This design comes from an exercise in tuning for small area on the open sky130 flow, not from production work. In this exercise RTL edits were held to simulation tests only and were not proved equivalent to the original. The clock port is modelled as an ideal driver, which makes a skipped or thinned clock tree look cheaper than it is; a real chip needs a root buffer or a tree. Power is estimated from default activity; no workload was simulated.

Setup of rev 12:
Design arkanoid_audio, start of the top module:
module arkanoid_audio
(
	input                clk_48m,
	input                reset,       
	input          [9:0] sound_raw,   
	input                pause,
	input                vol_boost,
	output signed [15:0] sound
);
export LEC_CHECK = 0
export ABC_AREA = 1
export CAP_MARGIN = 0
export CORE_MARGIN = 2
export CORE_UTILIZATION = 70
export PLACE_DENSITY = 0.75
export SLEW_MARGIN = 0
create_clock -name core_clock -period 20.0 [get_ports {clk_48m}]
standard.sh (not shown) runs the stock make flow with config.mk's settings and CLKGATE_MAP_FILE= SYNTH_SCRIPT=/design/flow/synth_recipe.tcl, a recipe that flattens the netlist after the stock synthesis.
==> flow/flow/run.sh <==
#!/bin/bash
# Own layout flow: the standard ORFS flow (standard.sh) with these changes:
#  - synthesis without the full-adder extraction step and with the ABC area
#    script in flow/abc_area.script (registers are untouched by both);
#  - port buffers are sky130_fd_sc_hd__buf_1;
#  - clock tree: instead of TritonCTS, flow/manual_cts.tcl makes
#    MANUAL_CTS_K leaf buffers driven by the clock port, one per cluster of
#    flip-flops; the rest of the CTS step (legalisation, timing repair) is kept.
# The make output goes to flow_standard.log, each ORFS step to orfs/logs/.
set -euo pipefail
cd "$(dirname "${BASH_SOURCE[0]}")/.."
K=${MANUAL_CTS_K:-3}
B=${MANUAL_CTS_BUF:-sky130_fd_sc_hd__clkbuf_16}
rm -rf scripts_custom
cp -r "$FLOW_HOME/scripts" scripts_custom
cp flow/abc_area.script scripts_custom/abc_area.script
cp flow/manual_cts.tcl scripts_custom/manual_cts.tcl
sed -i "s|^log_cmd clock_tree_synthesis {\*}\$cts_args|source \$::env(SCRIPTS_DIR)/manual_cts.tcl; manual_cts $K $B|" scripts_custom/cts.tcl
grep -q "manual_cts $K" scripts_custom/cts.tcl
export BUFFER_PORTS_ARGS="-buffer_cell sky130_fd_sc_hd__buf_1"
bash standard.sh "SCRIPTS_DIR=$PWD/scripts_custom" "ADDER_MAP_FILE=" finish > flow_standard.log 2>&1
Other scripts of this flow, unchanged in this note and not shown: flow/flow/abc_area.script, flow/flow/manual_cts.tcl
### rev 12 -> rev 13
# rev 12
export LEC_CHECK = 0
export ABC_AREA = 1
export CAP_MARGIN = 0
export CORE_MARGIN = 2
export CORE_UTILIZATION = 70
export PLACE_DENSITY = 0.75
export SLEW_MARGIN = 0
create_clock -name core_clock -period 20.0 [get_ports {clk_48m}]
# rev 13
export LEC_CHECK = 0
export ABC_AREA = 1
export CAP_MARGIN = 20
export CORE_MARGIN = 2
export CORE_UTILIZATION = 70
export PLACE_DENSITY = 0.75
export SLEW_MARGIN = 20
create_clock -name core_clock -period 20.0 [get_ports {clk_48m}]
Notes after the runs:
- On switching power, rev 13 and rev 12 are neck and neck.
- Count of buffer and inverter cells on the critical path delta (rev 13 -> rev 12): insignificant
- First-iteration DRC count came out exactly the same in rev 13 and rev 12.
No run of this note takes its clock network from TritonCTS; it comes from the design's own scripts or RTL.

* * *

## build 86
The RTL this note starts from:
==> flow/design.v <==
module arkanoid_audio
(
	input                clk_48m,
	input                reset,       
	input          [9:0] sound_raw,   
	input                pause,
	input                vol_boost,
	output signed [15:0] sound
);
reg [8:0] div;
always @(posedge clk_48m) begin
	if(!reset)
		div <= 9'd0;
	else
		div <= div + 9'd1;
end
wire [7:0] t8 = div[7:0];
wire [3:0] mi = t8[3:0];           
wire [3:0] mk = t8[7:4];           
wire dw    = ~div[8] & (t8 >= 8'd1) & (t8 <= 8'd21);    
wire cw    = (t8 >= 8'd1) & (t8 <= 8'd12);              
wire mw    = t8[7] | t8[6];                             
wire j0    = (t8 == 8'd1);
wire jlt10 = (t8 >= 8'd1) & (t8 <= 8'd10);
wire jle10 = (t8 >= 8'd1) & (t8 <= 8'd11);
wire lpf_edge = (t8 == 8'd255);
reg vB;
always @(posedge clk_48m) begin
	if(!reset)
		vB <= 1'b0;
	else if(div == 9'd511)
		vB <= 1'b1;
end
wire vA = vB | div[8];
reg [31:0] er;      
reg [14:0] ar;      
reg [15:0] X;       
reg [14:0] S;       
reg        bsl;     
reg [10:0] y;       
reg  [2:0] dc;      
reg        mc;      
reg        cc;      
reg        sc;      
wire eE = er[10] & vB;                
wire eR = eE & jlt10;
wire ee = er[0] & vB & jlt10;         
wire eq = er[20] & vB & jle10;        
wire es = S[0] & jlt10;               
wire [2:0] dcin = j0 ? 3'd2 : dc;
wire [3:0] dsum = eE + eR + !ee + es + !eq + dcin;
always @(posedge clk_48m) begin
	dc <= dsum[3:1];
	er[30:10] <= er[31:11];
	er[8:0] <= er[9:1];
	er[9] <= dw ? dsum[0] : er[10];
	er[31] <= (dw & jlt10) ? eE : er[0];
end
wire cs = ar[0] & jlt10;
wire cq = er[20] & jle10;
wire ccin = j0 | cc;
wire xbit = cs ^ !cq ^ ccin;
wire Xo = X[0] & vB;
wire scin = !j0 & sc;
wire sbit = xbit ^ Xo ^ scin;
always @(posedge clk_48m) begin
	cc <= (cs & !cq) | (cs & ccin) | (!cq & ccin);
	sc <= (xbit & Xo) | (xbit & scin) | (Xo & scin);
	X <= {cw ? xbit : X[0], X[15:1]};
	S[14] <= cw ? sbit : S[0];
	S[13:10] <= S[14:11];
	S[9:0] <= (div == 9'd0) ? sound_raw : S[10:1];
	if(mi == 4'd15)
		bsl <= S[13];
end
reg yb;
always @(*) begin
	case(mk)
		4'd4:  yb = y[0];
		4'd5:  yb = y[1];
		4'd6:  yb = y[2];
		4'd7:  yb = y[3];
		4'd8:  yb = y[4];
		4'd9:  yb = y[5];
		4'd10: yb = y[6];
		4'd11: yb = y[7];
		4'd12: yb = y[8];
		4'd13: yb = y[9];
		default: yb = y[10];
	endcase
end
wire mg = vA & mw;
wire bs = bsl & mg;
wire by = yb & mg;
wire last = (mk == 4'd15);        
wire [15:0] cpos = (bs ? 16'd7278 : 16'd0) + (by ? 16'd18211 : 16'd0);
wire opb = cpos[mi] ^ last;
wire ma = ar[0];
wire mcin = (mi == 4'd0) ? last : mc;
wire msum = ma ^ opb ^ mcin;
wire ain = mw & ((mi == 4'd0) ? mc : msum);
always @(posedge clk_48m) begin
	mc <= (ma & opb) | (ma & mcin) | (opb & mcin);
	ar[14] <= ain;
	ar[13:12] <= ar[14:13];
	ar[11] <= !lpf_edge & ar[12];
	ar[10:1] <= lpf_edge ? sound_raw : ar[11:2];
	ar[0] <= ar[1];
	if(lpf_edge)
		y <= ar[14:4];
end
wire en = vA & !pause;
assign sound = !en ? 16'd0 : vol_boost ? {y, 5'd0} : {y[10], y, 4'd0};
endmodule
==> flow/config.mk <==
export PLATFORM = sky130hd
export DESIGN_NAME = arkanoid_audio
export DESIGN_NICKNAME = arkanoid_audio
export VERILOG_FILES = /design/flow/design.v
export SDC_FILE = /design/flow/constraint.sdc
export NUM_CORES = 4
export LEC_CHECK = 0
export ABC_AREA = 1
export CAP_MARGIN = 20
export CORE_MARGIN = 2
export CORE_UTILIZATION = 70
export PLACE_DENSITY = 0.75
export SLEW_MARGIN = 20
==> flow/constraint.sdc <==
create_clock -name core_clock -period 20.0 [get_ports {clk_48m}]
set_input_delay 4.0000 -clock core_clock [delete_from_list [all_inputs] [get_ports {clk_48m}]]
set_output_delay 4.0000 -clock core_clock [all_outputs]
set_load 0.01 [all_outputs]
==> flow/flow/run.sh <==
#!/bin/bash
# Own layout flow: the standard ORFS flow (standard.sh) with three changes:
#  - synthesis without the full-adder extraction step and with the ABC area
#    script in flow/abc_area.script (registers are untouched by both);
#  - port buffers are sky130_fd_sc_hd__buf_1;
#  - CTS without dummy loads.
# The make output goes to flow_standard.log, each ORFS step to orfs/logs/.
set -euo pipefail
cd "$(dirname "${BASH_SOURCE[0]}")/.."
rm -rf scripts_custom
cp -r "$FLOW_HOME/scripts" scripts_custom
cp flow/abc_area.script scripts_custom/abc_area.script
export BUFFER_PORTS_ARGS="-buffer_cell sky130_fd_sc_hd__buf_1"
export CTS_ARGS="-sink_clustering_enable -repair_clock_nets -dont_use_dummy_load"
bash standard.sh "SCRIPTS_DIR=$PWD/scripts_custom" "ADDER_MAP_FILE=" finish > flow_standard.log 2>&1
==> flow/flow/abc_area.script <==
strash
&get -n
&deepsyn -T 30
&dch -f
&nf -R 1000 -p
&put
topo
dnsize -c
Build 86 | stages: all done | timing, DRC, antenna: all pass
The inputs of build 78 differ from those of build 86 as listed below.
==> flow/flow/run.sh <==
#!/bin/bash
set -euo pipefail
cd "$(dirname "${BASH_SOURCE[0]}")/.."
export BUFFER_PORTS_ARGS="-buffer_cell sky130_fd_sc_hd__buf_1"
export CTS_ARGS="-sink_clustering_enable -repair_clock_nets -dont_use_dummy_load -sink_clustering_size 10 -sink_clustering_max_diameter 40 -root_buf sky130_fd_sc_hd__clkbuf_8 -buf_list sky130_fd_sc_hd__clkbuf_4"
bash standard.sh finish > flow_standard.log 2>&1
removed: flow/flow/abc_area.script
==> comparison <==
Of the two values seen for cell with the largest stage delay on the worst path, sky130_fd_sc_hd__nor2b_1 was produced by build 86 and sky130_fd_sc_hd__buf_1 by build 78.
[compare] base=build 86 new=build 78: clock skew after layout +0.0089 ns; amount of wire on met2 after detailed routing increased by about 25% relative to the old numbers; pin slew with the least headroom to its limit increased 0.053 ns; non-filler instance count after layout has increased.
> inputs changed (build 78 -> build 60)
==> flow/flow/run.sh <==
#!/bin/bash
set -euo pipefail
cd "$(dirname "${BASH_SOURCE[0]}")/.."
export BUFFER_PORTS_ARGS="-buffer_cell sky130_fd_sc_hd__buf_1"
export CTS_ARGS="-sink_clustering_enable -repair_clock_nets -dont_use_dummy_load -sink_clustering_size 30 -sink_clustering_max_diameter 100 -buf_list sky130_fd_sc_hd__clkbuf_8"
bash standard.sh finish > flow_standard.log 2>&1
Results
Diff build 60..build 78 | post-synthesis cell area | unchanged. Count of placed standard cells including taps came out exactly the same in build 78 and build 60. Diff build 78..build 60 | path depth of the worst reg2reg path | unchanged.
Modified inputs, build 94 compared to build 60
==> flow/flow/run.sh <==
#!/bin/bash
# Standard ORFS layout with smaller port buffers and no CTS dummy loads.
set -euo pipefail
cd "$(dirname "${BASH_SOURCE[0]}")/.."
export BUFFER_PORTS_ARGS="-buffer_cell sky130_fd_sc_hd__buf_1"
export CTS_ARGS="-sink_clustering_enable -repair_clock_nets -dont_use_dummy_load"
bash standard.sh finish > flow_standard.log 2>&1
Notes after the runs:
- ~same count of sequential standard cells in build 60 and build 94
- Comparing build 94 against build 60, there is no change at all in cell count after synthesis.
- Re post-layout instance area: no difference whatsoever between build 94 and build 60.
- Per the comparison of build 94 with build 60, wire length of the first global-routing pass now sits at about the same level, fraction of layout instances using a drive strength above 1 about even, overall routed net length closely matched the old numbers, number of flops mapped to enable cells by yosys has remained practically unchanged, non-clock buffer contribution to total cell area barely changed.
- Between build 60 and build 94, the difference in sum of internal, switching and leakage power is negligible.

-- re-timing with driven ports --
The flow's constraints put no driver on any port. The routed layouts listed below were extracted and timed again, unchanged, in two steps. Step 1 assumes that a clkbuf_16 drives the clock port and a buf_2 every other input. Step 2 times the ports against the registers' clock, not the clock port: input delays grow and output delays shrink by t, the midpoint of the rising clock arrivals with the driver on. Slacks: ideal ports / drivers / drivers and shift; pairs: ideal ports / drivers.
run | t (ns) | setup WS [ns] | worst hold slack (ns) | slew at the worst register clock pin (ns) | worst data-port slew with drivers (ns)
rev 12 | 0.230 | 10.638 / 10.616 / 10.616 | 0.338 / 0.338 / 0.338 | 0.12 / 0.12 | 0.04
rev 13 | 0.230 | 10.638 / 10.616 / 10.616 | 0.338 / 0.338 / 0.338 | 0.12 / 0.12 | 0.04
build 86 | 0.368 | 10.695 / 10.674 / 10.674 | 0.310 / 0.310 / 0.310 | 0.09 / 0.09 | 0.03
build 78 | 0.380 | 10.863 / 10.837 / 10.837 | 0.317 / 0.317 / 0.317 | 0.10 / 0.10 | 0.04
build 60 | 0.380 | 10.863 / 10.837 / 10.837 | 0.317 / 0.317 / 0.317 | 0.10 / 0.10 | 0.04
build 94 | 0.380 | 10.863 / 10.837 / 10.837 | 0.317 / 0.317 / 0.317 | 0.10 / 0.10 | 0.04
After both steps every run listed still meets setup and hold.
